Context: an optimization exercise on an open-source flow, tuned for small area. The choices shown serve that exercise and are no tape-out recipe.
Only simulation tests tie the RTL to the original design; equivalence was not proved.
No activity file was given, so power comes from the tool's default toggle rates.

File: flow/flow/run.sh
#!/bin/bash
# Own layout flow: the standard flow (standard.sh), with
#  - port buffers of the smallest buffer cell (buf_1) instead of the default choice,
#  - the a21oi cells that synthesis upsized put back to a21oi_1 before floorplanning
#    (the resizer upsizes again wherever timing needs it).
set -euo pipefail
here=$(pwd)
export BUFFER_PORTS_ARGS="-buffer_cell sky130_fd_sc_hd__buf_1"
export PRE_FLOORPLAN_TCL="$here/flow/pre_floorplan.tcl"
bash standard.sh > "$here/standard_flow.log" 2>&1
File: flow/flow/pre_floorplan.tcl
# Put cells that synthesis upsized back to their smallest size; the resizer upsizes
# again where timing needs it.
set db [ord::get_db]
set swaps {sky130_fd_sc_hd__a21oi_2 sky130_fd_sc_hd__a21oi_1 sky130_fd_sc_hd__o21ai_2 sky130_fd_sc_hd__o21ai_1}
set n 0
foreach inst [[ord::get_db_block] getInsts] {
  set m [[$inst getMaster] getName]
  if {[dict exists $swaps $m]} {
    $inst swapMaster [$db findMaster [dict get $swaps $m]]
    incr n
  }
}
puts "pre_floorplan: downsized $n cells"
File: flow/standard.sh
#!/bin/bash
# synth_recipe.tcl (not shown) runs the flow's synth.tcl, then flattens the netlist and writes it again
# the make line also repeats each setting of config.mk as NAME=value (left out here)
make -C /OpenROAD-flow-scripts/flow DESIGN_CONFIG=/design/flow/config.mk WORK_HOME=/design/flow/orfs CLKGATE_MAP_FILE= SYNTH_SCRIPT=/design/flow/synth_recipe.tcl "${@:-finish}"
File: flow/config.mk
export PLATFORM = sky130hd
export DESIGN_NAME = multiplier
export DESIGN_NICKNAME = multiplier
export VERILOG_FILES = /design/flow/design.v
export SDC_FILE = /design/flow/constraint.sdc
export NUM_CORES = 4
export LEC_CHECK = 0
export CAP_MARGIN = 20
export CORE_MARGIN = 2
export CORE_UTILIZATION = 65
export CTS_BUF_LIST = sky130_fd_sc_hd__clkbuf_4 sky130_fd_sc_hd__clkbuf_8
export GPL_TIMING_DRIVEN = 0
export SLEW_MARGIN = 20
export SYNTH_HIERARCHICAL = 1
export SYNTH_MINIMUM_KEEP_SIZE = 0
File: flow/constraint.sdc
create_clock -name core_clock -period 7.5 [get_ports {clk}]
set_input_delay 1.5000 -clock core_clock [delete_from_list [all_inputs] [get_ports {clk}]]
set_output_delay 1.5000 -clock core_clock [all_outputs]
set_load 0.01 [all_outputs]
File: flow/design.v
module multiplier(
  input wire clk,
  input wire rst_n,
  input wire [15:0] a,
  input wire [15:0] b,
  output reg [31:0] res);
  wire w1;
  wire w2;
  wire w3;
  wire w4;
  wire w5;
  wire w6;
  wire w7;
  wire w8;
  wire w9;
  wire w10;
  wire w11;
  wire w12;
  wire w13;
  wire w14;
  wire w15;
  wire w16;
  wire w17;
  wire w18;
  wire w19;
  wire w20;
  wire w21;
  wire w22;
  wire w23;
  wire w24;
  wire w25;
  wire w26;
  wire w27;
  wire w28;
  wire w29;
  wire w30;
  wire w31;
  wire w32;
  wire w33;
  wire w34;
  wire w35;
  wire w36;
  wire w37;
  wire w38;
  wire w39;
  wire w40;
  wire w41;
  wire w42;
  wire w43;
  wire w44;
  wire w45;
  wire w46;
  wire w47;
  wire w48;
  wire w49;
  wire w50;
  wire w51;
  wire w52;
  wire w53;
  wire w54;
  wire w55;
  wire w56;
  wire w57;
  wire w58;
  wire w59;
  wire w60;
  wire w61;
  wire w62;
  wire w63;
  wire w64;
  wire w65;
  wire w66;
  wire w67;
  wire w68;
  wire w69;
  wire w70;
  wire w71;
  wire w72;
  wire w73;
  wire w74;
  wire w75;
  wire w76;
  wire w77;
  wire w78;
  wire w79;
  wire w80;
  wire w81;
  wire w82;
  wire w83;
  wire w84;
  wire w85;
  wire w86;
  wire w87;
  wire w88;
  wire w89;
  wire w90;
  wire w91;
  wire w92;
  wire w93;
  wire w94;
  wire w95;
  wire w96;
  wire w97;
  wire w98;
  wire w99;
  wire w100;
  wire w101;
  wire w102;
  wire w103;
  wire w104;
  wire w105;
  wire w106;
  wire w107;
  wire w108;
  wire w109;
  wire w110;
  wire w111;
  wire w112;
  wire w113;
  wire w114;
  wire w115;
  wire w116;
  wire w117;
  wire w118;
  wire w119;
  wire w120;
  wire w121;
  wire w122;
  wire w123;
  wire w124;
  wire w125;
  wire w126;
  wire w127;
  wire w128;
  wire w129;
  wire w130;
  wire w131;
  wire w132;
  wire w133;
  wire w134;
  wire w135;
  wire w136;
  wire w137;
  wire w138;
  wire w139;
  wire w140;
  wire w141;
  wire w142;
  wire w143;
  wire w144;
  wire w145;
  wire w146;
  wire w147;
  wire w148;
  wire w149;
  wire w150;
  wire w151;
  wire w152;
  wire w153;
  wire w154;
  wire w155;
  wire w156;
  wire w157;
  wire w158;
  wire w159;
  wire w160;
  wire w161;
  wire w162;
  wire w163;
  wire w164;
  wire w165;
  wire w166;
  wire w167;
  wire w168;
  wire w169;
  wire w170;
  wire w171;
  wire w172;
  wire w173;
  wire w174;
  wire w175;
  wire w176;
  wire w177;
  wire w178;
  wire w179;
  wire w180;
  wire w181;
  wire w182;
  wire w183;
  wire w184;
  wire w185;
  wire w186;
  wire w187;
  wire w188;
  wire w189;
  wire w190;
  wire w191;
  wire w192;
  wire w193;
  wire w194;
  wire w195;
  wire w196;
  wire w197;
  wire w198;
  wire w199;
  wire w200;
  wire w201;
  wire w202;
  wire w203;
  wire w204;
  wire w205;
  wire w206;
  wire w207;
  wire w208;
  wire w209;
  wire w210;
  wire w211;
  wire w212;
  wire w213;
  wire w214;
  wire w215;
  wire w216;
  wire w217;
  wire w218;
  wire w219;
  wire w220;
  wire w221;
  wire w222;
  wire w223;
  wire w224;
  wire w225;
  wire w226;
  wire w227;
  wire w228;
  wire w229;
  wire w230;
  wire w231;
  wire w232;
  wire w233;
  wire w234;
  wire w235;
  wire w236;
  wire w237;
  wire w238;
  wire w239;
  wire w240;
  wire w241;
  wire w242;
  wire w243;
  wire w244;
  wire w245;
  wire w246;
  wire w247;
  wire w248;
  wire w249;
  wire w250;
  wire w251;
  wire w252;
  wire w253;
  wire w254;
  wire w255;
  wire w256;
  wire w257;
  wire w258;
  wire w259;
  wire w260;
  wire w261;
  wire w262;
  wire w263;
  wire w264;
  wire w265;
  wire w266;
  wire w267;
  wire w268;
  wire w269;
  wire w270;
  wire w271;
  wire w272;
  wire w273;
  wire w274;
  wire w275;
  wire w276;
  wire w277;
  wire w278;
  wire w279;
  wire w280;
  wire w281;
  wire w282;
  wire w283;
  wire w284;
  wire w285;
  wire w286;
  wire w287;
  wire w288;
  wire w289;
  wire w290;
  wire w291;
  wire w292;
  wire w293;
  wire w294;
  wire w295;
  wire w296;
  wire w297;
  wire w298;
  wire w299;
  wire w300;
  wire w301;
  wire w302;
  wire w303;
  wire w304;
  wire w305;
  wire w306;
  wire w307;
  wire w308;
  wire w309;
  wire w310;
  wire w311;
  wire w312;
  wire w313;
  wire w314;
  wire w315;
  wire w316;
  wire w317;
  wire w318;
  wire w319;
  wire w320;
  wire w321;
  wire w322;
  wire w323;
  wire w324;
  wire w325;
  wire w326;
  wire w327;
  wire w328;
  wire w329;
  wire w330;
  wire w331;
  wire w332;
  wire w333;
  wire w334;
  wire w335;
  wire w336;
  wire w337;
  wire w338;
  wire w339;
  wire w340;
  wire w341;
  wire w342;
  wire w343;
  wire w344;
  wire w345;
  wire w346;
  wire w347;
  wire w348;
  wire w349;
  wire w350;
  wire w351;
  wire w352;
  wire w353;
  wire w354;
  wire w355;
  wire w356;
  wire w357;
  wire w358;
  wire w359;
  wire w360;
  wire w361;
  wire w362;
  wire w363;
  wire w364;
  wire w365;
  wire w366;
  wire w367;
  wire w368;
  wire w369;
  wire w370;
  wire w371;
  wire w372;
  wire w373;
  wire w374;
  wire w375;
  wire w376;
  wire w377;
  wire w378;
  wire w379;
  wire w380;
  wire w381;
  wire w382;
  wire w383;
  wire w384;
  wire w385;
  wire w386;
  wire w387;
  wire w388;
  wire w389;
  wire w390;
  wire w391;
  wire w392;
  wire w393;
  wire w394;
  wire w395;
  wire w396;
  wire w397;
  wire w398;
  wire w399;
  wire w400;
  wire w401;
  wire w402;
  wire w403;
  wire w404;
  wire w405;
  wire w406;
  wire w407;
  wire w408;
  wire w409;
  wire w410;
  wire w411;
  wire w412;
  wire w413;
  wire w414;
  wire w415;
  wire w416;
  wire w417;
  wire w418;
  wire w419;
  wire w420;
  wire w421;
  wire w422;
  wire w423;
  wire w424;
  wire w425;
  wire w426;
  wire w427;
  wire w428;
  wire w429;
  wire w430;
  wire w431;
  wire w432;
  wire w433;
  wire w434;
  wire w435;
  wire w436;
  wire w437;
  wire w438;
  wire w439;
  wire w440;
  wire w441;
  wire w442;
  wire w443;
  wire w444;
  wire w445;
  wire w446;
  wire w447;
  wire w448;
  wire w449;
  wire w450;
  wire w451;
  wire w452;
  wire w453;
  wire w454;
  wire w455;
  wire w456;
  wire w457;
  wire w458;
  wire w459;
  wire w460;
  wire w461;
  wire w462;
  wire w463;
  wire w464;
  wire w465;
  wire w466;
  wire w467;
  wire w468;
  wire w469;
  wire w470;
  wire w471;
  wire w472;
  wire w473;
  wire w474;
  wire w475;
  wire w476;
  wire w477;
  wire w478;
  wire w479;
  wire w480;
  wire w481;
  wire w482;
  wire w483;
  wire w484;
  wire w485;
  wire w486;
  wire w487;
  wire w488;
  wire w489;
  wire w490;
  wire w491;
  wire w492;
  wire w493;
  wire w494;
  wire w495;
  wire w496;
  wire w497;
  wire w498;
  wire w499;
  wire w500;
  wire w501;
  wire w502;
  wire w503;
  wire w504;
  wire w505;
  wire w506;
  wire w507;
  wire w508;
  wire w509;
  wire w510;
  wire w511;
  wire w512;
  wire w513;
  wire w514;
  wire w515;
  wire w516;
  wire w517;
  wire w518;
  wire w519;
  wire w520;
  wire w521;
  wire w522;
  wire w523;
  wire w524;
  wire w525;
  wire w526;
  wire w527;
  wire w528;
  wire w529;
  wire w530;
  wire w531;
  wire w532;
  wire w533;
  wire w534;
  wire w535;
  wire w536;
  wire w537;
  wire w538;
  wire w539;
  wire w540;
  wire w541;
  wire w542;
  wire w543;
  wire w544;
  wire w545;
  wire w546;
  wire w547;
  wire w548;
  wire w549;
  wire w550;
  wire w551;
  wire w552;
  wire w553;
  wire w554;
  wire w555;
  wire w556;
  wire w557;
  wire w558;
  wire w559;
  wire w560;
  wire w561;
  wire w562;
  wire w563;
  wire w564;
  wire w565;
  wire w566;
  wire w567;
  wire w568;
  wire w569;
  wire w570;
  wire w571;
  wire w572;
  wire w573;
  wire w574;
  wire w575;
  wire w576;
  wire w577;
  wire w578;
  wire w579;
  wire w580;
  wire w581;
  wire w582;
  wire w583;
  wire w584;
  wire w585;
  wire w586;
  wire w587;
  wire w588;
  wire w589;
  wire w590;
  wire w591;
  wire w592;
  wire w593;
  wire w594;
  wire w595;
  wire w596;
  wire w597;
  wire w598;
  wire w599;
  wire w600;
  wire w601;
  wire w602;
  wire w603;
  wire w604;
  wire w605;
  wire w606;
  wire w607;
  wire w608;
  wire w609;
  wire w610;
  wire w611;
  wire w612;
  wire w613;
  wire w614;
  wire w615;
  wire w616;
  wire w617;
  wire w618;
  wire w619;
  wire w620;
  wire w621;
  wire w622;
  wire w623;
  wire w624;
  wire w625;
  wire w626;
  wire w627;
  wire w628;
  wire w629;
  wire w630;
  wire w631;
  wire w632;
  wire w633;
  wire w634;
  wire w635;
  wire w636;
  wire w637;
  wire w638;
  wire w639;
  wire w640;
  wire w641;
  wire w642;
  wire w643;
  wire w644;
  wire w645;
  wire w646;
  wire w647;
  wire w648;
  wire w649;
  wire w650;
  wire w651;
  wire w652;
  wire w653;
  wire w654;
  wire w655;
  wire w656;
  wire w657;
  wire w658;
  wire w659;
  wire w660;
  wire w661;
  wire w662;
  wire w663;
  wire w664;
  wire w665;
  wire w666;
  wire w667;
  wire w668;
  wire w669;
  wire w670;
  wire w671;
  wire w672;
  wire w673;
  wire w674;
  wire w675;
  wire w676;
  wire w677;
  wire w678;
  wire w679;
  wire w680;
  wire w681;
  wire w682;
  wire w683;
  wire w684;
  wire w685;
  wire w686;
  wire w687;
  wire w688;
  wire w689;
  wire w690;
  wire w691;
  wire w692;
  wire w693;
  wire w694;
  wire w695;
  wire w696;
  wire w697;
  wire w698;
  wire w699;
  wire w700;
  wire w701;
  wire w702;
  wire w703;
  wire w704;
  wire w705;
  wire w706;
  wire w707;
  wire w708;
  wire w709;
  wire w710;
  wire w711;
  wire w712;
  wire w713;
  wire w714;
  wire w715;
  wire w716;
  wire w717;
  wire w718;
  wire w719;
  wire w720;
  wire w721;
  wire w722;
  wire w723;
  wire w724;
  wire w725;
  wire w726;
  wire w727;
  wire w728;
  wire w729;
  wire w730;
  wire w731;
  wire w732;
  wire w733;
  wire w734;
  wire w735;
  wire w736;
  wire w737;
  wire w738;
  wire w739;
  wire w740;
  wire w741;
  wire w742;
  wire w743;
  wire w744;
  wire w745;
  wire w746;
  wire w747;
  wire w748;
  wire w749;
  wire w750;
  wire w751;
  wire w752;
  wire w753;
  wire w754;
  wire w755;
  wire w756;
  wire w757;
  wire w758;
  wire w759;
  wire w760;
  wire w761;
  wire w762;
  wire w763;
  wire w764;
  wire w765;
  wire w766;
  wire w767;
  wire w768;
  wire w769;
  wire w770;
  wire w771;
  wire w772;
  wire w773;
  wire w774;
  wire w775;
  wire w776;
  wire w777;
  wire w778;
  wire w779;
  wire w780;
  wire w781;
  wire w782;
  wire w783;
  wire w784;
  wire w785;
  wire w786;
  wire w787;
  wire w788;
  wire w789;
  wire w790;
  wire w791;
  wire w792;
  wire w793;
  wire w794;
  wire w795;
  wire w796;
  wire w797;
  wire w798;
  wire w799;
  wire w800;
  wire w801;
  wire w802;
  wire w803;
  wire w804;
  wire w805;
  wire w806;
  wire w807;
  wire w808;
  wire w809;
  wire w810;
  wire w811;
  wire w812;
  wire w813;
  wire w814;
  wire w815;
  wire w816;
  wire w817;
  wire w818;
  wire w819;
  wire w820;
  wire w821;
  wire [31:0] p;
  c_nand u0 (a[0], b[0], w1);
  c_nand u1 (a[0], b[1], w2);
  c_nand u2 (a[0], b[2], w3);
  c_nand u3 (a[0], b[3], w4);
  c_nand u4 (a[0], b[4], w5);
  c_nand u5 (a[0], b[5], w6);
  c_nand u6 (a[0], b[6], w7);
  c_nand u7 (a[0], b[7], w8);
  c_nand u8 (a[0], b[8], w9);
  c_nand u9 (a[0], b[9], w10);
  c_nand u10 (a[0], b[10], w11);
  c_nand u11 (a[0], b[11], w12);
  c_nand u12 (a[0], b[12], w13);
  c_nand u13 (a[0], b[13], w14);
  c_nand u14 (a[0], b[14], w15);
  c_nand u15 (a[0], b[15], w16);
  c_nand u16 (a[1], b[0], w17);
  c_nand u17 (a[1], b[1], w18);
  c_nand u18 (a[1], b[2], w19);
  c_nand u19 (a[1], b[3], w20);
  c_nand u20 (a[1], b[4], w21);
  c_nand u21 (a[1], b[5], w22);
  c_nand u22 (a[1], b[6], w23);
  c_nand u23 (a[1], b[7], w24);
  c_nand u24 (a[1], b[8], w25);
  c_nand u25 (a[1], b[9], w26);
  c_nand u26 (a[1], b[10], w27);
  c_nand u27 (a[1], b[11], w28);
  c_nand u28 (a[1], b[12], w29);
  c_nand u29 (a[1], b[13], w30);
  c_nand u30 (a[1], b[14], w31);
  c_nand u31 (a[1], b[15], w32);
  c_nand u32 (a[2], b[0], w33);
  c_nand u33 (a[2], b[1], w34);
  c_nand u34 (a[2], b[2], w35);
  c_nand u35 (a[2], b[3], w36);
  c_nand u36 (a[2], b[4], w37);
  c_nand u37 (a[2], b[5], w38);
  c_nand u38 (a[2], b[6], w39);
  c_nand u39 (a[2], b[7], w40);
  c_nand u40 (a[2], b[8], w41);
  c_nand u41 (a[2], b[9], w42);
  c_nand u42 (a[2], b[10], w43);
  c_nand u43 (a[2], b[11], w44);
  c_nand u44 (a[2], b[12], w45);
  c_nand u45 (a[2], b[13], w46);
  c_nand u46 (a[2], b[14], w47);
  c_nand u47 (a[2], b[15], w48);
  c_nand u48 (a[3], b[0], w49);
  c_nand u49 (a[3], b[1], w50);
  c_nand u50 (a[3], b[2], w51);
  c_nand u51 (a[3], b[3], w52);
  c_nand u52 (a[3], b[4], w53);
  c_nand u53 (a[3], b[5], w54);
  c_nand u54 (a[3], b[6], w55);
  c_nand u55 (a[3], b[7], w56);
  c_nand u56 (a[3], b[8], w57);
  c_nand u57 (a[3], b[9], w58);
  c_nand u58 (a[3], b[10], w59);
  c_nand u59 (a[3], b[11], w60);
  c_nand u60 (a[3], b[12], w61);
  c_nand u61 (a[3], b[13], w62);
  c_nand u62 (a[3], b[14], w63);
  c_nand u63 (a[3], b[15], w64);
  c_nand u64 (a[4], b[0], w65);
  c_nand u65 (a[4], b[1], w66);
  c_nand u66 (a[4], b[2], w67);
  c_nand u67 (a[4], b[3], w68);
  c_nand u68 (a[4], b[4], w69);
  c_nand u69 (a[4], b[5], w70);
  c_nand u70 (a[4], b[6], w71);
  c_nand u71 (a[4], b[7], w72);
  c_nand u72 (a[4], b[8], w73);
  c_nand u73 (a[4], b[9], w74);
  c_nand u74 (a[4], b[10], w75);
  c_nand u75 (a[4], b[11], w76);
  c_nand u76 (a[4], b[12], w77);
  c_nand u77 (a[4], b[13], w78);
  c_nand u78 (a[4], b[14], w79);
  c_nand u79 (a[4], b[15], w80);
  c_nand u80 (a[5], b[0], w81);
  c_nand u81 (a[5], b[1], w82);
  c_nand u82 (a[5], b[2], w83);
  c_nand u83 (a[5], b[3], w84);
  c_nand u84 (a[5], b[4], w85);
  c_nand u85 (a[5], b[5], w86);
  c_nand u86 (a[5], b[6], w87);
  c_nand u87 (a[5], b[7], w88);
  c_nand u88 (a[5], b[8], w89);
  c_nand u89 (a[5], b[9], w90);
  c_nand u90 (a[5], b[10], w91);
  c_nand u91 (a[5], b[11], w92);
  c_nand u92 (a[5], b[12], w93);
  c_nand u93 (a[5], b[13], w94);
  c_nand u94 (a[5], b[14], w95);
  c_nand u95 (a[5], b[15], w96);
  c_nand u96 (a[6], b[0], w97);
  c_nand u97 (a[6], b[1], w98);
  c_nand u98 (a[6], b[2], w99);
  c_nand u99 (a[6], b[3], w100);
  c_nand u100 (a[6], b[4], w101);
  c_nand u101 (a[6], b[5], w102);
  c_nand u102 (a[6], b[6], w103);
  c_nand u103 (a[6], b[7], w104);
  c_nand u104 (a[6], b[8], w105);
  c_nand u105 (a[6], b[9], w106);
  c_nand u106 (a[6], b[10], w107);
  c_nand u107 (a[6], b[11], w108);
  c_nand u108 (a[6], b[12], w109);
  c_nand u109 (a[6], b[13], w110);
  c_nand u110 (a[6], b[14], w111);
  c_nand u111 (a[6], b[15], w112);
  c_nand u112 (a[7], b[0], w113);
  c_nand u113 (a[7], b[1], w114);
  c_nand u114 (a[7], b[2], w115);
  c_nand u115 (a[7], b[3], w116);
  c_nand u116 (a[7], b[4], w117);
  c_nand u117 (a[7], b[5], w118);
  c_nand u118 (a[7], b[6], w119);
  c_nand u119 (a[7], b[7], w120);
  c_nand u120 (a[7], b[8], w121);
  c_nand u121 (a[7], b[9], w122);
  c_nand u122 (a[7], b[10], w123);
  c_nand u123 (a[7], b[11], w124);
  c_nand u124 (a[7], b[12], w125);
  c_nand u125 (a[7], b[13], w126);
  c_nand u126 (a[7], b[14], w127);
  c_nand u127 (a[7], b[15], w128);
  c_nand u128 (a[8], b[0], w129);
  c_nand u129 (a[8], b[1], w130);
  c_nand u130 (a[8], b[2], w131);
  c_nand u131 (a[8], b[3], w132);
  c_nand u132 (a[8], b[4], w133);
  c_nand u133 (a[8], b[5], w134);
  c_nand u134 (a[8], b[6], w135);
  c_nand u135 (a[8], b[7], w136);
  c_nand u136 (a[8], b[8], w137);
  c_nand u137 (a[8], b[9], w138);
  c_nand u138 (a[8], b[10], w139);
  c_nand u139 (a[8], b[11], w140);
  c_nand u140 (a[8], b[12], w141);
  c_nand u141 (a[8], b[13], w142);
  c_nand u142 (a[8], b[14], w143);
  c_nand u143 (a[8], b[15], w144);
  c_nand u144 (a[9], b[0], w145);
  c_nand u145 (a[9], b[1], w146);
  c_nand u146 (a[9], b[2], w147);
  c_nand u147 (a[9], b[3], w148);
  c_nand u148 (a[9], b[4], w149);
  c_nand u149 (a[9], b[5], w150);
  c_nand u150 (a[9], b[6], w151);
  c_nand u151 (a[9], b[7], w152);
  c_nand u152 (a[9], b[8], w153);
  c_nand u153 (a[9], b[9], w154);
  c_nand u154 (a[9], b[10], w155);
  c_nand u155 (a[9], b[11], w156);
  c_nand u156 (a[9], b[12], w157);
  c_nand u157 (a[9], b[13], w158);
  c_nand u158 (a[9], b[14], w159);
  c_nand u159 (a[9], b[15], w160);
  c_nand u160 (a[10], b[0], w161);
  c_nand u161 (a[10], b[1], w162);
  c_nand u162 (a[10], b[2], w163);
  c_nand u163 (a[10], b[3], w164);
  c_nand u164 (a[10], b[4], w165);
  c_nand u165 (a[10], b[5], w166);
  c_nand u166 (a[10], b[6], w167);
  c_nand u167 (a[10], b[7], w168);
  c_nand u168 (a[10], b[8], w169);
  c_nand u169 (a[10], b[9], w170);
  c_nand u170 (a[10], b[10], w171);
  c_nand u171 (a[10], b[11], w172);
  c_nand u172 (a[10], b[12], w173);
  c_nand u173 (a[10], b[13], w174);
  c_nand u174 (a[10], b[14], w175);
  c_nand u175 (a[10], b[15], w176);
  c_nand u176 (a[11], b[0], w177);
  c_nand u177 (a[11], b[1], w178);
  c_nand u178 (a[11], b[2], w179);
  c_nand u179 (a[11], b[3], w180);
  c_nand u180 (a[11], b[4], w181);
  c_nand u181 (a[11], b[5], w182);
  c_nand u182 (a[11], b[6], w183);
  c_nand u183 (a[11], b[7], w184);
  c_nand u184 (a[11], b[8], w185);
  c_nand u185 (a[11], b[9], w186);
  c_nand u186 (a[11], b[10], w187);
  c_nand u187 (a[11], b[11], w188);
  c_nand u188 (a[11], b[12], w189);
  c_nand u189 (a[11], b[13], w190);
  c_nand u190 (a[11], b[14], w191);
  c_nand u191 (a[11], b[15], w192);
  c_nand u192 (a[12], b[0], w193);
  c_nand u193 (a[12], b[1], w194);
  c_nand u194 (a[12], b[2], w195);
  c_nand u195 (a[12], b[3], w196);
  c_nand u196 (a[12], b[4], w197);
  c_nand u197 (a[12], b[5], w198);
  c_nand u198 (a[12], b[6], w199);
  c_nand u199 (a[12], b[7], w200);
  c_nand u200 (a[12], b[8], w201);
  c_nand u201 (a[12], b[9], w202);
  c_nand u202 (a[12], b[10], w203);
  c_nand u203 (a[12], b[11], w204);
  c_nand u204 (a[12], b[12], w205);
  c_nand u205 (a[12], b[13], w206);
  c_nand u206 (a[12], b[14], w207);
  c_nand u207 (a[12], b[15], w208);
  c_nand u208 (a[13], b[0], w209);
  c_nand u209 (a[13], b[1], w210);
  c_nand u210 (a[13], b[2], w211);
  c_nand u211 (a[13], b[3], w212);
  c_nand u212 (a[13], b[4], w213);
  c_nand u213 (a[13], b[5], w214);
  c_nand u214 (a[13], b[6], w215);
  c_nand u215 (a[13], b[7], w216);
  c_nand u216 (a[13], b[8], w217);
  c_nand u217 (a[13], b[9], w218);
  c_nand u218 (a[13], b[10], w219);
  c_nand u219 (a[13], b[11], w220);
  c_nand u220 (a[13], b[12], w221);
  c_nand u221 (a[13], b[13], w222);
  c_nand u222 (a[13], b[14], w223);
  c_nand u223 (a[13], b[15], w224);
  c_nand u224 (a[14], b[0], w225);
  c_nand u225 (a[14], b[1], w226);
  c_nand u226 (a[14], b[2], w227);
  c_nand u227 (a[14], b[3], w228);
  c_nand u228 (a[14], b[4], w229);
  c_nand u229 (a[14], b[5], w230);
  c_nand u230 (a[14], b[6], w231);
  c_nand u231 (a[14], b[7], w232);
  c_nand u232 (a[14], b[8], w233);
  c_nand u233 (a[14], b[9], w234);
  c_nand u234 (a[14], b[10], w235);
  c_nand u235 (a[14], b[11], w236);
  c_nand u236 (a[14], b[12], w237);
  c_nand u237 (a[14], b[13], w238);
  c_nand u238 (a[14], b[14], w239);
  c_nand u239 (a[14], b[15], w240);
  c_nand u240 (a[15], b[0], w241);
  c_nand u241 (a[15], b[1], w242);
  c_nand u242 (a[15], b[2], w243);
  c_nand u243 (a[15], b[3], w244);
  c_nand u244 (a[15], b[4], w245);
  c_nand u245 (a[15], b[5], w246);
  c_nand u246 (a[15], b[6], w247);
  c_nand u247 (a[15], b[7], w248);
  c_nand u248 (a[15], b[8], w249);
  c_nand u249 (a[15], b[9], w250);
  c_nand u250 (a[15], b[10], w251);
  c_nand u251 (a[15], b[11], w252);
  c_nand u252 (a[15], b[12], w253);
  c_nand u253 (a[15], b[13], w254);
  c_nand u254 (a[15], b[14], w255);
  c_nand u255 (a[15], b[15], w256);
  c_fa u256 (w14, w29, w44, w257, w258);
  c_fa u257 (w15, w30, w45, w259, w260);
  c_fa u258 (w60, w75, w90, w261, w262);
  c_fa u259 (w16, w31, w46, w263, w264);
  c_fa u260 (w61, w76, w91, w265, w266);
  c_fa u261 (w106, w121, w136, w267, w268);
  c_fa u262 (w32, w47, w62, w269, w270);
  c_fa u263 (w77, w92, w107, w271, w272);
  c_fa u264 (w122, w137, w152, w273, w274);
  c_fa u265 (w48, w63, w78, w275, w276);
  c_fa u266 (w93, w108, w123, w277, w278);
  c_fa u267 (w64, w79, w94, w279, w280);
  c_fa u268 (w10, w25, w40, w281, w282);
  c_fa u269 (w11, w26, w41, w283, w284);
  c_fa u270 (w56, w71, w86, w285, w286);
  c_fa u271 (w12, w27, w42, w287, w288);
  c_fa u272 (w57, w72, w87, w289, w290);
  c_fa u273 (w102, w117, w132, w291, w292);
  c_fa u274 (w13, w28, w43, w293, w294);
  c_fa u275 (w58, w73, w88, w295, w296);
  c_fa u276 (w103, w118, w133, w297, w298);
  c_fa u277 (w148, w163, w178, w299, w300);
  c_fa u278 (w59, w74, w89, w301, w302);
  c_fa u279 (w104, w119, w134, w303, w304);
  c_fa u280 (w149, w164, w179, w305, w306);
  c_fa u281 (w194, w209, w257, w307, w308);
  c_fa u282 (w105, w120, w135, w309, w310);
  c_fa u283 (w150, w165, w180, w311, w312);
  c_fa u284 (w195, w210, w225, w313, w314);
  c_fa u285 (w258, w259, w261, w315, w316);
  c_fa u286 (w151, w166, w181, w317, w318);
  c_fa u287 (w196, w211, w226, w319, w320);
  c_fa u288 (w241, w260, w262, w321, w322);
  c_fa u289 (w263, w265, w267, w323, w324);
  c_fa u290 (w167, w182, w197, w325, w326);
  c_fa u291 (w212, w227, w242, w327, w328);
  c_fa u292 (w264, w266, w268, w329, w330);
  c_fa u293 (w269, w271, w273, w331, w332);
  c_fa u294 (w138, w153, w168, w333, w334);
  c_fa u295 (w183, w198, w213, w335, w336);
  c_fa u296 (w228, w243, w270, w337, w338);
  c_fa u297 (w272, w274, w275, w339, w340);
  c_fa u298 (w109, w124, w139, w341, w342);
  c_fa u299 (w154, w169, w184, w343, w344);
  c_fa u300 (w199, w214, w229, w345, w346);
  c_fa u301 (w244, w276, w278, w347, w348);
  c_fa u302 (w80, w95, w110, w349, w350);
  c_fa u303 (w125, w140, w155, w351, w352);
  c_fa u304 (w170, w185, w200, w353, w354);
  c_fa u305 (w215, w230, w245, w355, w356);
  c_fa u306 (w96, w111, w126, w357, w358);
  c_fa u307 (w141, w156, w171, w359, w360);
  c_fa u308 (w186, w201, w216, w361, w362);
  c_fa u309 (w112, w127, w142, w363, w364);
  c_fa u310 (w157, w172, w187, w365, w366);
  c_fa u311 (w128, w143, w158, w367, w368);
  c_fa u312 (w7, w22, w37, w369, w370);
  c_fa u313 (w8, w23, w38, w371, w372);
  c_fa u314 (w53, w68, w83, w373, w374);
  c_fa u315 (w9, w24, w39, w375, w376);
  c_fa u316 (w54, w69, w84, w377, w378);
  c_fa u317 (w99, w114, w129, w379, w380);
  c_fa u318 (w55, w70, w85, w381, w382);
  c_fa u319 (w100, w115, w130, w383, w384);
  c_xnor u320 (w145, w281, w385);
  c_or2 u321 (w145, w281, w386);
  c_fa u322 (w101, w116, w131, w387, w388);
  c_fa u323 (w146, w161, w282, w389, w390);
  c_xnor u324 (w283, w285, w391);
  c_or2 u325 (w283, w285, w392);
  c_fa u326 (w147, w162, w177, w393, w394);
  c_fa u327 (w284, w286, w287, w395, w396);
  c_xnor u328 (w289, w291, w397);
  c_or2 u329 (w289, w291, w398);
  c_fa u330 (w193, w288, w290, w399, w400);
  c_fa u331 (w292, w293, w295, w401, w402);
  c_xnor u332 (w297, w299, w403);
  c_or2 u333 (w297, w299, w404);
  c_fa u334 (w294, w296, w298, w405, w406);
  c_fa u335 (w300, w301, w303, w407, w408);
  c_xnor u336 (w305, w307, w409);
  c_or2 u337 (w305, w307, w410);
  c_fa u338 (w302, w304, w306, w411, w412);
  c_fa u339 (w309, w311, w313, w413, w414);
  c_xnor u340 (w308, w315, w415);
  c_or2 u341 (w308, w315, w416);
  c_fa u342 (w310, w312, w314, w417, w418);
  c_fa u343 (w317, w319, w316, w419, w420);
  c_xnor u344 (w321, w323, w421);
  c_or2 u345 (w321, w323, w422);
  c_fa u346 (w318, w320, w325, w423, w424);
  c_fa u347 (w327, w322, w324, w425, w426);
  c_xnor u348 (w329, w331, w427);
  c_or2 u349 (w329, w331, w428);
  c_fa u350 (w326, w328, w333, w429, w430);
  c_fa u351 (w335, w277, w330, w431, w432);
  c_fa u352 (w337, w332, w339, w433, w434);
  c_fa u353 (w334, w336, w341, w435, w436);
  c_fa u354 (w343, w345, w279, w437, w438);
  c_fa u355 (w338, w340, w347, w439, w440);
  c_fa u356 (w342, w344, w346, w441, w442);
  c_fa u357 (w280, w349, w351, w443, w444);
  c_fa u358 (w353, w355, w348, w445, w446);
  c_fa u359 (w231, w246, w350, w447, w448);
  c_fa u360 (w352, w354, w356, w449, w450);
  c_fa u361 (w357, w359, w361, w451, w452);
  c_fa u362 (w202, w217, w232, w453, w454);
  c_fa u363 (w247, w358, w360, w455, w456);
  c_fa u364 (w362, w363, w365, w457, w458);
  c_fa u365 (w173, w188, w203, w459, w460);
  c_fa u366 (w218, w233, w248, w461, w462);
  c_fa u367 (w364, w366, w367, w463, w464);
  c_fa u368 (w144, w159, w174, w465, w466);
  c_fa u369 (w189, w204, w219, w467, w468);
  c_fa u370 (w234, w249, w368, w469, w470);
  c_fa u371 (w160, w175, w190, w471, w472);
  c_fa u372 (w205, w220, w235, w473, w474);
  c_fa u373 (w176, w191, w206, w475, w476);
  c_fa u374 (w5, w20, w35, w477, w478);
  c_fa u375 (w6, w21, w36, w479, w480);
  c_fa u376 (w51, w66, w81, w481, w482);
  c_fa u377 (w52, w67, w82, w483, w484);
  c_xnor u378 (w97, w369, w485);
  c_or2 u379 (w97, w369, w486);
  c_fa u380 (w98, w113, w370, w487, w488);
  c_xnor u381 (w371, w373, w489);
  c_or2 u382 (w371, w373, w490);
  c_fa u383 (w372, w374, w375, w491, w492);
  c_xnor u384 (w377, w379, w493);
  c_or2 u385 (w377, w379, w494);
  c_fa u386 (w376, w378, w380, w495, w496);
  c_fa u387 (w381, w383, w385, w497, w498);
  c_fa u388 (w382, w384, w387, w499, w500);
  c_fa u389 (w386, w391, w389, w501, w502);
  c_fa u390 (w388, w393, w392, w503, w504);
  c_fa u391 (w397, w390, w395, w505, w506);
  c_fa u392 (w394, w398, w403, w507, w508);
  c_fa u393 (w396, w399, w401, w509, w510);
  c_fa u394 (w404, w400, w402, w511, w512);
  c_fa u395 (w405, w407, w409, w513, w514);
  c_fa u396 (w406, w408, w411, w515, w516);
  c_fa u397 (w413, w410, w415, w517, w518);
  c_fa u398 (w412, w414, w417, w519, w520);
  c_fa u399 (w416, w421, w419, w521, w522);
  c_fa u400 (w418, w423, w422, w523, w524);
  c_fa u401 (w427, w420, w425, w525, w526);
  c_fa u402 (w424, w429, w428, w527, w528);
  c_fa u403 (w426, w431, w433, w529, w530);
  c_fa u404 (w430, w435, w437, w531, w532);
  c_fa u405 (w432, w434, w439, w533, w534);
  c_fa u406 (w436, w438, w441, w535, w536);
  c_fa u407 (w443, w445, w440, w537, w538);
  c_fa u408 (w442, w447, w444, w539, w540);
  c_fa u409 (w449, w451, w446, w541, w542);
  c_fa u410 (w453, w448, w450, w543, w544);
  c_fa u411 (w452, w455, w457, w545, w546);
  c_fa u412 (w454, w459, w461, w547, w548);
  c_fa u413 (w456, w458, w463, w549, w550);
  c_fa u414 (w460, w462, w465, w551, w552);
  c_fa u415 (w467, w469, w464, w553, w554);
  c_fa u416 (w250, w466, w468, w555, w556);
  c_fa u417 (w471, w473, w470, w557, w558);
  c_fa u418 (w221, w236, w251, w559, w560);
  c_fa u419 (w472, w474, w475, w561, w562);
  c_fa u420 (w192, w207, w222, w563, w564);
  c_fa u421 (w237, w252, w476, w565, w566);
  c_fa u422 (w208, w223, w238, w567, w568);
  c_fa u423 (w4, w19, w34, w569, w570);
  c_fa u424 (w50, w65, w477, w571, w572);
  c_fa u425 (w478, w479, w481, w573, w574);
  c_fa u426 (w480, w482, w483, w575, w576);
  c_fa u427 (w484, w486, w489, w577, w578);
  c_fa u428 (w490, w493, w488, w579, w580);
  c_fa u429 (w494, w492, w495, w581, w582);
  c_fa u430 (w496, w499, w498, w583, w584);
  c_fa u431 (w500, w503, w502, w585, w586);
  c_fa u432 (w504, w507, w506, w587, w588);
  c_fa u433 (w508, w510, w511, w589, w590);
  c_fa u434 (w512, w515, w514, w591, w592);
  c_fa u435 (w516, w519, w518, w593, w594);
  c_fa u436 (w520, w523, w522, w595, w596);
  c_fa u437 (w524, w527, w526, w597, w598);
  c_fa u438 (w531, w528, w530, w599, w600);
  c_fa u439 (w532, w535, w534, w601, w602);
  c_fa u440 (w536, w539, w541, w603, w604);
  c_fa u441 (w540, w543, w545, w605, w606);
  c_fa u442 (w547, w544, w546, w607, w608);
  c_fa u443 (w548, w551, w550, w609, w610);
  c_fa u444 (w552, w555, w557, w611, w612);
  c_fa u445 (w559, w556, w561, w613, w614);
  c_fa u446 (w560, w563, w565, w615, w616);
  c_fa u447 (w253, w564, w567, w617, w618);
  c_fa u448 (w224, w239, w254, w619, w620);
  c_fa u449 (w3, w18, w33, w621, w622);
  c_xnor u450 (w49, w569, w623);
  c_or2 u451 (w49, w569, w624);
  c_xnor u452 (w570, w571, w625);
  c_or2 u453 (w570, w571, w626);
  c_xnor u454 (w572, w573, w627);
  c_or2 u455 (w572, w573, w628);
  c_fa u456 (w485, w574, w575, w629, w630);
  c_fa u457 (w487, w576, w577, w631, w632);
  c_fa u458 (w491, w578, w579, w633, w634);
  c_fa u459 (w580, w497, w581, w635, w636);
  c_fa u460 (w582, w501, w583, w637, w638);
  c_fa u461 (w505, w584, w585, w639, w640);
  c_fa u462 (w509, w586, w587, w641, w642);
  c_fa u463 (w513, w588, w589, w643, w644);
  c_fa u464 (w517, w590, w591, w645, w646);
  c_fa u465 (w521, w592, w593, w647, w648);
  c_fa u466 (w525, w594, w595, w649, w650);
  c_fa u467 (w529, w596, w597, w651, w652);
  c_fa u468 (w533, w598, w599, w653, w654);
  c_fa u469 (w537, w600, w601, w655, w656);
  c_fa u470 (w538, w603, w602, w657, w658);
  c_fa u471 (w542, w605, w604, w659, w660);
  c_fa u472 (w549, w606, w607, w661, w662);
  c_fa u473 (w553, w608, w609, w663, w664);
  c_fa u474 (w554, w610, w611, w665, w666);
  c_fa u475 (w558, w613, w612, w667, w668);
  c_fa u476 (w562, w615, w614, w669, w670);
  c_fa u477 (w566, w617, w616, w671, w672);
  c_fa u478 (w568, w619, w618, w673, w674);
  c_fa u479 (w240, w255, w620, w675, w676);
  c_inv u480 (w1, w677);
  c_xor u481 (w2, w17, w678);
  c_nor u482 (w2, w17, w679);
  c_xnor u483 (w621, w679, w680);
  c_nor2b u484 (w621, w679, w681);
  c_xor u485 (w622, w623, w682);
  c_nor u486 (w622, w623, w683);
  c_xor u487 (w682, w681, w684);
  c_a21oi u488 (w682, w681, w683, w685);
  c_ha u489 (w624, w625, w686, w687);
  c_xnor u490 (w686, w685, w688);
  c_a21oi u491 (w686, w685, w687, w689);
  c_xor u492 (w626, w627, w690);
  c_nor u493 (w626, w627, w691);
  c_xor u494 (w690, w689, w692);
  c_a21oi u495 (w690, w689, w691, w693);
  c_ha u496 (w628, w629, w694, w695);
  c_xnor u497 (w694, w693, w696);
  c_a21oi u498 (w694, w693, w695, w697);
  c_xor u499 (w630, w631, w698);
  c_nor u500 (w630, w631, w699);
  c_xor u501 (w698, w697, w700);
  c_a21oi u502 (w698, w697, w699, w701);
  c_ha u503 (w632, w633, w702, w703);
  c_xnor u504 (w702, w701, w704);
  c_a21oi u505 (w702, w701, w703, w705);
  c_xor u506 (w634, w635, w706);
  c_nor u507 (w634, w635, w707);
  c_xor u508 (w706, w705, w708);
  c_a21oi u509 (w706, w705, w707, w709);
  c_ha u510 (w636, w637, w710, w711);
  c_xnor u511 (w710, w709, w712);
  c_a21oi u512 (w710, w709, w711, w713);
  c_xor u513 (w638, w639, w714);
  c_nor u514 (w638, w639, w715);
  c_xor u515 (w714, w713, w716);
  c_a21oi u516 (w714, w713, w715, w717);
  c_ha u517 (w640, w641, w718, w719);
  c_xnor u518 (w718, w717, w720);
  c_a21oi u519 (w718, w717, w719, w721);
  c_xor u520 (w642, w643, w722);
  c_nor u521 (w642, w643, w723);
  c_xor u522 (w722, w721, w724);
  c_a21oi u523 (w722, w721, w723, w725);
  c_ha u524 (w644, w645, w726, w727);
  c_xnor u525 (w726, w725, w728);
  c_a21oi u526 (w726, w725, w727, w729);
  c_xor u527 (w646, w647, w730);
  c_nor u528 (w646, w647, w731);
  c_xor u529 (w730, w729, w732);
  c_a21oi u530 (w730, w729, w731, w733);
  c_ha u531 (w648, w649, w734, w735);
  c_xnor u532 (w734, w733, w736);
  c_a21oi u533 (w734, w733, w735, w737);
  c_inv u534 (w737, w738);
  c_xor u535 (w650, w651, w739);
  c_nor u536 (w650, w651, w740);
  c_nand u537 (w650, w651, w741);
  c_xor u538 (w652, w653, w742);
  c_nor u539 (w652, w653, w743);
  c_a21oi u540 (w742, w740, w743, w744);
  c_a21oi u541 (w742, w741, w743, w745);
  c_ha u542 (w654, w655, w746, w747);
  c_a21oi u543 (w746, w744, w747, w748);
  c_a21oi u544 (w746, w745, w747, w749);
  c_xor u545 (w739, w737, w750);
  c_a21oi u546 (w737, w741, w740, w751);
  c_xnor u547 (w742, w751, w752);
  c_o21ai u548 (w738, w745, w744, w753);
  c_xor u549 (w746, w753, w754);
  c_a21oi u550 (w737, w749, w748, w755);
  c_inv u551 (w755, w756);
  c_xor u552 (w656, w657, w757);
  c_nor u553 (w656, w657, w758);
  c_nand u554 (w656, w657, w759);
  c_xor u555 (w658, w659, w760);
  c_nor u556 (w658, w659, w761);
  c_a21oi u557 (w760, w758, w761, w762);
  c_a21oi u558 (w760, w759, w761, w763);
  c_ha u559 (w660, w661, w764, w765);
  c_a21oi u560 (w764, w762, w765, w766);
  c_a21oi u561 (w764, w763, w765, w767);
  c_xor u562 (w757, w756, w768);
  c_a21oi u563 (w756, w759, w758, w769);
  c_xnor u564 (w760, w769, w770);
  c_o21ai u565 (w755, w763, w762, w771);
  c_xor u566 (w764, w771, w772);
  c_a21oi u567 (w756, w767, w766, w773);
  c_inv u568 (w773, w774);
  c_xor u569 (w662, w663, w775);
  c_nor u570 (w662, w663, w776);
  c_nand u571 (w662, w663, w777);
  c_xor u572 (w664, w665, w778);
  c_nor u573 (w664, w665, w779);
  c_a21oi u574 (w778, w776, w779, w780);
  c_a21oi u575 (w778, w777, w779, w781);
  c_ha u576 (w666, w667, w782, w783);
  c_a21oi u577 (w782, w780, w783, w784);
  c_a21oi u578 (w782, w781, w783, w785);
  c_xor u579 (w668, w669, w786);
  c_nor u580 (w668, w669, w787);
  c_a21oi u581 (w786, w784, w787, w788);
  c_a21oi u582 (w786, w785, w787, w789);
  c_xor u583 (w775, w774, w790);
  c_a21oi u584 (w774, w777, w776, w791);
  c_xnor u585 (w778, w791, w792);
  c_o21ai u586 (w773, w781, w780, w793);
  c_xor u587 (w782, w793, w794);
  c_a21oi u588 (w774, w785, w784, w795);
  c_xnor u589 (w786, w795, w796);
  c_o21ai u590 (w773, w789, w788, w797);
  c_inv u591 (w797, w798);
  c_xor u592 (w670, w671, w799);
  c_nor u593 (w670, w671, w800);
  c_nand u594 (w670, w671, w801);
  c_xor u595 (w672, w673, w802);
  c_nor u596 (w672, w673, w803);
  c_a21oi u597 (w802, w800, w803, w804);
  c_a21oi u598 (w802, w801, w803, w805);
  c_ha u599 (w674, w675, w806, w807);
  c_a21oi u600 (w806, w804, w807, w808);
  c_a21oi u601 (w806, w805, w807, w809);
  c_xor u602 (w676, w256, w810);
  c_nor u603 (w676, w256, w811);
  c_a21oi u604 (w810, w808, w811, w812);
  c_a21oi u605 (w810, w809, w811, w813);
  c_xor u606 (w799, w797, w814);
  c_a21oi u607 (w797, w801, w800, w815);
  c_xnor u608 (w802, w815, w816);
  c_o21ai u609 (w798, w805, w804, w817);
  c_xor u610 (w806, w817, w818);
  c_a21oi u611 (w797, w809, w808, w819);
  c_xnor u612 (w810, w819, w820);
  c_o21ai u613 (w798, w813, w812, w821);
  assign p[0] = w677;
  assign p[1] = w678;
  assign p[2] = w680;
  assign p[3] = w684;
  assign p[4] = w688;
  assign p[5] = w692;
  assign p[6] = w696;
  assign p[7] = w700;
  assign p[8] = w704;
  assign p[9] = w708;
  assign p[10] = w712;
  assign p[11] = w716;
  assign p[12] = w720;
  assign p[13] = w724;
  assign p[14] = w728;
  assign p[15] = w732;
  assign p[16] = w736;
  assign p[17] = w750;
  assign p[18] = w752;
  assign p[19] = w754;
  assign p[20] = w768;
  assign p[21] = w770;
  assign p[22] = w772;
  assign p[23] = w790;
  assign p[24] = w792;
  assign p[25] = w794;
  assign p[26] = w796;
  assign p[27] = w814;
  assign p[28] = w816;
  assign p[29] = w818;
  assign p[30] = w820;
  assign p[31] = w821;
  always @(posedge clk or negedge rst_n) begin
    if (!rst_n) res <= 32'd0;
    else res <= p;
  end
endmodule
module c_a21oi(input wire a1, input wire a2, input wire b1, output wire o);
  assign o = ~((a1 & a2) | b1);
endmodule
module c_fa(input wire x, input wire y, input wire z, output wire s, output wire c);
  assign s = x ^ y ^ z;
  assign c = (x & y) | (x & z) | (y & z);
endmodule
module c_ha(input wire x, input wire y, output wire s, output wire c);
  assign s = x ^ y;
  assign c = x & y;
endmodule
module c_inv(input wire x, output wire o);
  assign o = ~x;
endmodule
module c_nand(input wire x, input wire y, output wire o);
  assign o = ~(x & y);
endmodule
module c_nor(input wire x, input wire y, output wire o);
  assign o = ~(x | y);
endmodule
module c_nor2b(input wire a, input wire bn, output wire o);
  assign o = ~(a | ~bn);
endmodule
module c_o21ai(input wire a1, input wire a2, input wire b1, output wire o);
  assign o = ~((a1 | a2) & b1);
endmodule
module c_or2(input wire x, input wire y, output wire o);
  assign o = x | y;
endmodule
module c_xnor(input wire x, input wire y, output wire o);
  assign o = ~(x ^ y);
endmodule
module c_xor(input wire x, input wire y, output wire o);
  assign o = x ^ y;
endmodule
==> results by group, run 1 <==
Worst setup path
  – CP Class: in2reg
  – Most used cell along the critical path: a21oi_1
  – Critical Path Sink Type: flip-flop
  – Critical Path AT: 7.36 ns
  – Max incr delay on CP: 0.67 ns
  – Crit-path cells: buf_1 -> nand2_1 -> fa_1 -> or2_1 -> fa_1 -> fa_1 -> fa_1 -> xor2_1 -> a21oi_1 -> a21oi_1 -> a21oi_1 -> a21oi_1 -> a21oi_1 -> a21oi_2 -> a21oi_1 -> inv_1 -> a21oi_2 -> o21ai_2 -> inv_1 -> o21ai_1 -> xor2_1
  – Worst EP required: 7.68 ns
  – Critical-path top delay cell: buf_1
  – Crit Path Max Fanout: 16
  – Setup crit start kind: primary input

STA
  – Fin. max-slew vios: 0
  – Worst slew pin tran: 1.05 ns
  – Final Hold Fails: 0
  – Setup Total Neg Slack: 0 ns
  – Max Fclk: 139 MHz
  – Final period util: 95.7%
  – Worst slew margin: 29.7%
  – Min cycle time layout: 7.18 ns
  – Final setup violating endpoints: 0
  – RSZ-0062 raised after global routing: false

Drt
  – DRC Markers: 0
  – Antenna-violating nets left: 0
  – Routed length per instance: 20.0 µm
  – DR pass1 iterations: 5
  – Via density: 6.00
  – Via Count: 5139
  – Initial DRC Count: 288
  – Final wirelength: 17100 µm

Die
  – Initial Utilization: 66.5%
  – I/O pins: 66
  – Die Height: 106 µm
  – # rows: 37
  – Die Wd: 106 µm
  – Area of the die: 11300 µm²
  – Area of the core: 10200 µm²

Place
  – Dpl cells: 848
  – Placed Area: 7240 µm²
  – DPL Wire Length: 12700 µm
  – Placer congestion estimate: 0.829
  – IO Port Bufs: 65

Layout
  – Net count, final: 960
  – Largest register FFs: 32
  – Layout cells sized above 1: 4.31%
  – FF+latch area: 801 µm²
  – Final Util: 72.5%
  – Multi-input logic area: 5990 µm²
  – Inserted Diodes: 0
  – Top Registers: res: 32 flops
  – Non-Filler Instances: 856
  – Finished Cell Area: 7420 µm²
  – Biggest register: res
  – Filler Cells Inserted: 777

Clocking
  – Cts hold-fix bufs: 0
  – H-Tree Depth: 2
  – CTS buffer count: 5
  – CTS Root Cell: clkbuf_8
  – CTS Sinks: 32
  – Clock transition at path regs: 0.08 ns
  – CTS max path bufs: 2
  – CTS tree: done

Power and ir drop
  – Pleak: 0.00263 µW
  – Power density over the cells: 482 nW/µm²
  – Peak VDD IR: 1.26 mV

GRT
  – Antenna violations before repair: 0
  – Overflow after GRT: 0
  – Largest net degree at the start of global routing: 25
  – First-pass GRT wire length: 28200 µm
  – Vias in the first global route: 5938
  – Total Routing Usage GR: 33.2%

Synth
  – Yosys warns: 7
  – Post-Syn Instances: 646
  – Synth Net Count: 887

Hold path
  – Hold WC Path Type: in2async

Flow run
  – Max Cap Violations: 0

Run status
  – Status: no timing/DRC/antenna violations
[worst max-delay path by stage]
stage          slack (ns)      end  cells after the start  start
4_1_cts             0.002  res[29]                     21   b[7]
3_3_place_gp        -0.33  res[29]                     24   b[5]
5_1_grt              0.05  res[29]                     21   b[9]
6_report             0.32  res[29]                     21   b[9]
3_5_place_dp        -0.56  res[29]                     24   b[5]
2_1_floorplan        1.30  res[29]                     22   a[1]
[layout by cell type (no fill, tap or decap), types with 2 or more instances in the layout]
cell type,n
clkbuf_8,5
clkdlybuf4s15_2,3
a21oi_1,40
inv_1,5
ha_1,11
dfrtp_1,32
or2_1,14
clkbuf_2,7
buf_2,7
fa_1,196
buf_1,46
xor2_1,33
nand2_1,260
a21oi_2,2
o21ai_1,5
xnor2_1,28
nor2_1,18
[what timing repair did]
action / 4_1_cts / 5_1_grt
gates resized for setup: 16 / 20
setup endpoints to repair: 8 / 9
setup buffers: 0 / 0
[where the power goes]
part,switching (µW),internal [µW]
Sequential,18.3,334
Combinational,1730,1310
Clock,73.3,102
[through the flow]
| step | worst slack [ns] | hold slack [ns] | total power [µW] |
|---|---|---|---|
| after detailed placement | -0.558 | 1.39 | 3320 |
| after global routing | 0.0491 | 1.07 | 4010 |
| after global placement | -0.329 | 1.94 | 3180 |
| final | 0.322 | 1.06 | 3570 |
| after floorplan | 1.30 | 1.20 | 2700 |
| after CTS | 0.00167 | 1.06 | 3530 |
[layer usage]
metal  global-route usage, %  part of all wire [%]
met5                       0                     0
met4                    13.0                   2.8
met3                    6.38                   7.9
met2                    56.9                    51
met1                    42.0                    38
[final cells by class]
type / count / area share, %
multi-input cells: 609 / 80.8
clock inverters: 2 / 0.472
repair buffers: 66 / 4.37
clock buffers: 6 / 1.03
well taps: 136 / 2.29
flip-flops and latches: 32 / 10.8
inverters: 5 / 0.253
[worst max-delay path, delay by kind of cell]
family          cells  cell delay, ns
buf+inv             3            0.89
simple gates        2            0.44
compound gates     10            2.02
xor+xnor            2            0.36
fa+ha+maj           4            2.13
==> run 2: changes to the inputs <==
==> flow/flow/run.sh (replaced) <==
#!/bin/bash
# Own layout flow: the standard flow (standard.sh), with
#  - port buffers of the smallest buffer cell (buf_1) instead of the default choice,
#  - the a21oi/o21ai cells that synthesis upsized put back to size 1 before floorplanning
#    (the resizer upsizes again wherever timing needs it),
#  - clock tree synthesis with small clock buffers and no dummy loads.
set -euo pipefail
here=$(pwd)
export BUFFER_PORTS_ARGS="-buffer_cell sky130_fd_sc_hd__buf_1"
export PRE_FLOORPLAN_TCL="$here/flow/pre_floorplan.tcl"
export CTS_ARGS="-sink_clustering_enable -repair_clock_nets -dont_use_dummy_load -buf_list sky130_fd_sc_hd__clkbuf_4 -root_buf sky130_fd_sc_hd__clkbuf_4 -sink_clustering_size 8 -sink_clustering_max_diameter 60"
bash standard.sh > "$here/standard_flow.log" 2>&1
--- a/flow/config.mk
+++ b/flow/config.mk
@@ -7,8 +7,7 @@
 export LEC_CHECK = 0
 export CAP_MARGIN = 20
 export CORE_MARGIN = 2
-export CORE_UTILIZATION = 65
-export CTS_BUF_LIST = sky130_fd_sc_hd__clkbuf_4 sky130_fd_sc_hd__clkbuf_8
+export CORE_UTILIZATION = 70
 export GPL_TIMING_DRIVEN = 0
 export SLEW_MARGIN = 20
 export SYNTH_HIERARCHICAL = 1
==> run 2 against run 1 <==
  * Synthesized cell count unchanged
  * Utilization increased by 5.7 points
  * Final cell count decreased by 1.3%
==> results by group, run 2 <==
Place
  – Placed Area: 7210 µm² (-0.50%)
  – Placer congestion estimate: 0.860 (+3.8%)
  – DPL Wire Length: 12700 µm (about the same)
  – IO Port Bufs: 65 (unchanged)
  – Dpl ws: -0.571 ns (-0.0125 ns)

Drt
  – Final wirelength: 17100 µm (+0.19%)
  – DRC Markers: 0 (unchanged)
  – Via Count: 5236 (+1.9%)
  – Routed length per instance: 20.3 µm (+1.5%)
  – Initial DRC Count: 275 (-4.5%)
  – DR pass1 iterations: 6 (+1)
  – Via density: 6.20 (+3.2%)
  – Antenna-violating nets left: 0 (unchanged)

Layout
  – Commonest cells after routing, fill and taps aside: nand2_1 (260), fa_1 (196), buf_1 (47)
  – Inserted Diodes: 0 (unchanged)
  – Finished Cell Area: 7300 µm² (-1.6%)
  – Most common cell after layout, fill and taps aside: nand2_1
  – Largest register FFs: 32 (unchanged)
  – Top Registers: res: 32 flops
  – Net count, final: 959 (-0.10%)
  – Biggest register: res
  – Layout cells sized above 1: 3.63% (-0.67 points)

Worst setup path
  – Critical Path AT: 7.44 ns (+0.08 ns)
  – Crit Path Max Fanout: 16 (unchanged)
  – Setup crit start kind: primary input
  – Critical Path Sink Type: flip-flop
  – CP Class: in2reg
  – Worst EP required: 7.74 ns (+0.06 ns)

Synth
  – Yosys warns: 7 (unchanged)
  – Synth Net Count: 887 (unchanged)
  – Post-Syn Instances: 646 (unchanged)

GRT
  – Vias in the first global route: 5876 (-1.0%)
  – Antenna violations before repair: 0 (unchanged)
  – Peak-usage layer in the global routing report: met2
  – Overflow after GRT: 0 (unchanged)
  – GR met1 Demand/Resource: 48.5% (+6.5 points)
  – Largest net degree at the start of global routing: 33 (+32%)
  – Met2 Use GR: 59.2% (+2.3 points)
  – GR Util met3: 6.10% (-0.27 points)
  – Total Routing Usage GR: 35.8% (+2.7 points)
  – First-pass GRT wire length: 27900 µm (-1.2%)

Flow run
  – Max Cap Violations: 0 (unchanged)

Power and ir drop
  – Power density over the cells: 480 nW/µm² (-0.46%)
  – Peak VDD IR: 1.36 mV (+7.7%)
  – Pleak: 0.00258 µW (-2.0%)

STA
  – Min cycle time layout: 7.20 ns (+0.0198 ns)
  – Worst slew margin: 31.0% (+1.3 points)
  – Fin. max-slew vios: 0 (unchanged)
  – Final setup margin: 0.302 ns (-0.0198 ns)
  – Max Fclk: 139 MHz (-0.28%)
  – Final period util: 96.0% (+0.26 points)
  – Setup Total Neg Slack: 0 ns (unchanged)
  – RSZ-0062 raised after global routing: false
  – Worst slew pin tran: 1.03 ns (-0.0202 ns)
  – Final Hold Fails: 0 (unchanged)
  – Final setup violating endpoints: 0 (unchanged)

Die
  – Die Height: 103 µm (-3.5%)
  – Area of the core: 9330 µm² (-8.8%)
  – Area of the die: 10500 µm² (-6.9%)
  – Initial Utilization: 72.9% (+6.4 points)
  – # rows: 35 (-5.4%)
  – I/O pins: 66 (unchanged)
  – Die Wd: 103 µm (-3.5%)

Clocking
  – Setup bufs post-CTS: 0 (unchanged)
  – CTS buffer count: 5 (unchanged)
  – H-Tree Depth: 2 (unchanged)
  – Clock transition at path regs: 0.12 ns (+0.04 ns)
  – Cts hold-fix bufs: 0 (unchanged)
  – CTS Sinks: 32 (unchanged)
  – CTS Root Cell: clkbuf_4
  – CTS tree: done
  – CTS max path bufs: 2 (unchanged)

Run status
  – Status: no timing/DRC/antenna violations

Hold path
  – Hold WC Path Type: in2async
## run 2: stage by stage
step | utilization (%) | total power [µW] | cells | hold WS (ns)
detailed placement | 77.3 | 3340 | 840 | 1.62
global route | 78.2 | 3900 | 845 | 1.27
finish | 78.2 | 3500 | 845 | 1.20
CTS | 78.1 | 3450 | 845 | 1.24
floorplan | - | 2700 | 646 | 1.20
global placement | 77.3 | 3160 | 840 | 1.94
## run 2: path summary, 6_finish.rpt
path / cells past startpoint / end / startpoint / slack, ns
worst max-delay path: 21 / res[29] / b[9] / 0.30
worst min-delay path: 1 / res[15] / rst_n / 1.20
max in group asynchronous: 1 / res[2] / rst_n / 5.80
min in group core_clock: 3 / res[0] / a[0] / 1.62
## run 2: worst max-delay path, cell delays in order
cell and delay (ns):
clkdlybuf4s15_1 0.65, nand2_1 0.16, fa_1 0.44, fa_1 0.50, fa_1 0.44, fa_1 0.49, fa_1 0.52, xor2_1 0.21
a21oi_1 0.29, a21oi_1 0.17, a21oi_1 0.23, a21oi_1 0.13, a21oi_1 0.29, a21oi_2 0.16, a21oi_1 0.28, inv_1 0.14
a21oi_2 0.31, o21ai_2 0.15, inv_1 0.10, o21ai_1 0.08, xor2_1 0.18
## run 2: area by class of cell
| class | count | area (µm²) |
|---|---|---|
| repair buffers | 65 | 288 |
| well taps | 129 | 161 |
| clock buffers | 5 | 37.5 |
| fillers | 632 | 2030 |
| inverters | 5 | 18.8 |
| multi-input cells | 609 | 5990 |
| flip-flops and latches | 32 | 801 |
## run 2: power breakdown
group / switching [µW] / internal [µW] / total (µW)
combinational: 1740 / 1310 / 3050
sequential: 18.4 / 333 / 351
clock: 70.2 / 31.5 / 102
total: 1820 / 1680 / 3500
## run 2: repair_timing
action	4_1_cts	5_1_grt
gates resized for setup	13	20
endpoints found under the setup margin	5	9
pin swaps	0	0
## run 2: per-layer routing
metal  part of all wire [%]  up-vias
met3                    9.6       64
met2                     50      368
li1                       -     2142
met4                    3.8        0
met1                     36     2662
met5                      0        -
==> run 3: changes to the inputs <==
==> flow/config.mk (replaced) <==
export PLATFORM = sky130hd
export DESIGN_NAME = multiplier
export DESIGN_NICKNAME = multiplier
export VERILOG_FILES = /design/flow/design.v
export SDC_FILE = /design/flow/constraint.sdc
export NUM_CORES = 4
export LEC_CHECK = 0
export CAP_MARGIN = 10
export CORE_MARGIN = 2
export CORE_UTILIZATION = 78
export GPL_TIMING_DRIVEN = 0
export SLEW_MARGIN = 10
export SYNTH_HIERARCHICAL = 1
export SYNTH_MINIMUM_KEEP_SIZE = 0
==> run 3 against run 2 <==
  * Final cell count decreased by 2.5%
  * Routed wire length decreased by 0.27%
  * Via count up 0.11%
  * Die area fell by 9.9%
  * Synthesized cell count unchanged
  * Hold slack got worse by 0.0014 ns
  * Combinational power about the same
  * Clock power shrank 5%
  * Clock-buffer cell count stayed put
  * Largest cell class unchanged
==> results by group, run 3 <==
Clocking
  – CTS Root Cell: clkbuf_4
  – CTS buffer count: 5 (unchanged)
  – Clock transition at path regs: 0.12 ns (about the same)
  – CTS Sinks: 32 (unchanged)
  – CTS max path bufs: 2 (unchanged)
  – Setup bufs post-CTS: 0 (unchanged)
  – H-Tree Depth: 2 (unchanged)
  – CTS tree: done

Drt
  – Via Count: 5242 (+0.11%)
  – Routed length per instance: 20.7 µm (+2.3%)
  – Final wirelength: 17100 µm (-0.27%)
  – DR pass1 iterations: 7 (+1)
  – DRC Markers: 0 (unchanged)
  – Via density: 6.36 (+2.7%)
  – Initial DRC Count: 463 (+68%)
  – Antenna-violating nets left: 0 (unchanged)

Power and ir drop
  – Sw Ratio: 52.0% (-0.093 points)
  – Clock group share of total power: 2.8% (about the same)
  – NetSw: 1820 µW (-0.29%)
  – Internal power: 1680 µW (about the same)
  – Power density over the cells: 482 nW/µm² (+0.44%)
  – Pleak: 0.00258 µW (about the same)
  – Combinational share of power: 87.2% (about the same)
  – Peak VDD IR: 1.07 mV (-21%)
  – Seq pwr share: 10.0% (about the same)

STA
  – Fin. max-slew vios: 0 (unchanged)
  – RSZ-0062 raised after global routing: false
  – Setup Total Neg Slack: 0 ns (unchanged)
  – Hold Slack: 1.20 ns (-0.00140 ns)
  – Final Hold Fails: 0 (unchanged)
  – Worst slew margin: 29.2% (-1.9 points)
  – Max Fclk: 141 MHz (+1.8%)
  – Min cycle time layout: 7.07 ns (-0.124 ns)
  – Final setup violating endpoints: 0 (unchanged)
  – Final period util: 94.3% (-1.7 points)
  – Worst slew pin tran: 1.06 ns (+0.0281 ns)

Place
  – Placer congestion estimate: 0.859 (-0.15%)
  – DPL Wire Length: 12500 µm (-1.5%)
  – Placed Area: 7180 µm² (-0.36%)
  – IO Port Bufs: 65 (unchanged)

Run status
  – Status: no timing/DRC/antenna violations

Synth
  – Yosys warns: 7 (unchanged)
  – Synth Net Count: 887 (unchanged)
  – Post-Syn Instances: 646 (unchanged)

Worst setup path
  – Crit Path Max Fanout: 16 (unchanged)
  – Worst EP required: 7.77 ns (+0.03 ns)
  – Setup crit start kind: primary input
  – Critical Path Sink Type: flip-flop
  – Critical Path AT: 7.34 ns (-0.10 ns)
  – CP Class: in2reg

Flow run
  – Max Cap Violations: 0 (unchanged)

Die
  – Area of the die: 9480 µm² (-9.9%)
  – I/O pins: 66 (unchanged)
  – Die Wd: 97.4 µm (-5.1%)
  – Die Height: 97.4 µm (-5.1%)
  – Area of the core: 8590 µm² (-7.9%)
  – # rows: 34 (-2.9%)
  – Initial Utilization: 79.1% (+6.2 points)

GRT
  – Vias in the first global route: 6074 (+3.4%)
  – Overflow after GRT: 0 (unchanged)
  – Total Routing Usage GR: 39.1% (+3.3 points)
  – First-pass GRT wire length: 28600 µm (+2.8%)
  – Largest net degree at the start of global routing: 33 (unchanged)
  – Antenna violations before repair: 0 (unchanged)

Layout
  – Biggest register: res
  – Finished Cell Area: 7260 µm² (-0.55%)
  – Net count, final: 959 (unchanged)
  – Top Registers: res: 32 flops
  – Commonest cells after routing, fill and taps aside: nand2_1 (260), fa_1 (196), buf_1 (46)
  – Largest register FFs: 32 (unchanged)
  – Layout cells sized above 1: 3.91% (+0.28 points)
  – Most common cell after layout, fill and taps aside: nand2_1
  – Inserted Diodes: 0 (unchanged)

Hold path
  – Hold WC Path Type: in2async
## run 3: worst max-delay path by stage
| stage | startpoint | endpoint | slack (ns) |
|---|---|---|---|
| floorplan | a[1] | res[29] | 1.30 |
| global placement | b[5] | res[29] | -0.22 |
| detailed placement | b[5] | res[29] | -0.45 |
| CTS | b[4] | res[29] | 0.01 |
| global route | b[5] | res[29] | 0.02 |
| finish | b[5] | res[29] | 0.43 |
## run 3: per-layer routing
layer	up-vias	track usage, %	routed length [µm]
met5	-	0	0
met4	0	16.2	591
met3	71	9.42	2090
met2	413	65.4	8670
met1	2614	49.9	5720
li1	2144	-	-
## run 3: timing repair
item                                    CTS  global route
pin swaps                                 0             0
resized for setup                         8            21
hold buffers                              0             0
endpoints found under the setup margin    2             9
## run 3: metrics by stage
stage | power [µW] | setup WS, ns | instances | utilization, %
finish | 3500 | 0.426 | 824 | 84.5
global route | 3910 | 0.0217 | 824 | 84.5
CTS | 3430 | 0.00951 | 824 | 84.3
detailed placement | 3310 | -0.455 | 819 | 83.6
global placement | 3150 | -0.224 | 819 | 83.5
floorplan | 2700 | 1.30 | 646 | -
## run 3: power by group through the flow
stage          sequential, µW  combinational [µW]  clock [µW]
2_1_floorplan             402                2300           0
3_3_place_gp              353                2790           0
3_5_place_dp              356                2960           0
4_1_cts                   351                2980         101
5_1_grt                   358                3450         103
6_report                  350                3050        97.0
## run 3: worst max-delay path, stage by stage
cell and delay, ns:
clkdlybuf4s15_2 0.45, nand2_1 0.15, fa_1 0.49, fa_1 0.44, fa_1 0.56, fa_1 0.45, ha_1 0.36, a21oi_1 0.27
a21oi_1 0.14, a21oi_1 0.25, a21oi_1 0.16, a21oi_1 0.25, a21oi_1 0.14, a21oi_1 0.22, a21oi_1 0.15, a21oi_2 0.28
a21oi_1 0.15, inv_1 0.15, a21oi_2 0.12, o21ai_2 0.25, inv_1 0.09, o21ai_1 0.16, xor2_1 0.15
## run 3: final cells by class
class,count,area [µm²]
Clock buffer,5,37.5
Fill cell,480,1340
Inverter,5,18.8
Multi-Input combinational cell,609,5990
Sequential cell,32,801
Tap cell,108,135
Timing Repair Buffer,65,274

==> port drivers added, routing unchanged <==
Ports are ideal in the flow. The routed layouts listed here were re-timed in OpenROAD. Step 1 sets driving cells, clkbuf_16 on the clock port and buf_2 on the other inputs (assumed; they add their load-dependent delay and slew). Step 2 also shifts input and output timing later by t, the mid clock arrival at the registers, as if the neighbouring blocks saw the same clock. a / b / c = ideal / step 1 / step 2; a / b = the first two.
run	t (ns)	setup WS [ns]	clock arrival spread, ns	slew at the worst register clock pin (ns)	cell pins on the clock port's net
run 1	0.331	0.322 / 0.331 / 0.000	0.008 / 0.008	0.08 / 0.08	1
run 2	0.375	0.302 / 0.298 / -0.077	0.014 / 0.014	0.12 / 0.12	1
run 3	0.376	0.426 / 0.436 / 0.060	0.017 / 0.017	0.12 / 0.12	1
With both steps, setup timing fails in run 2, where it was met with ideal ports. For run 2, which loses most, drivers alone change the setup slack by -0.004 ns; drivers and shift together by -0.379 ns.
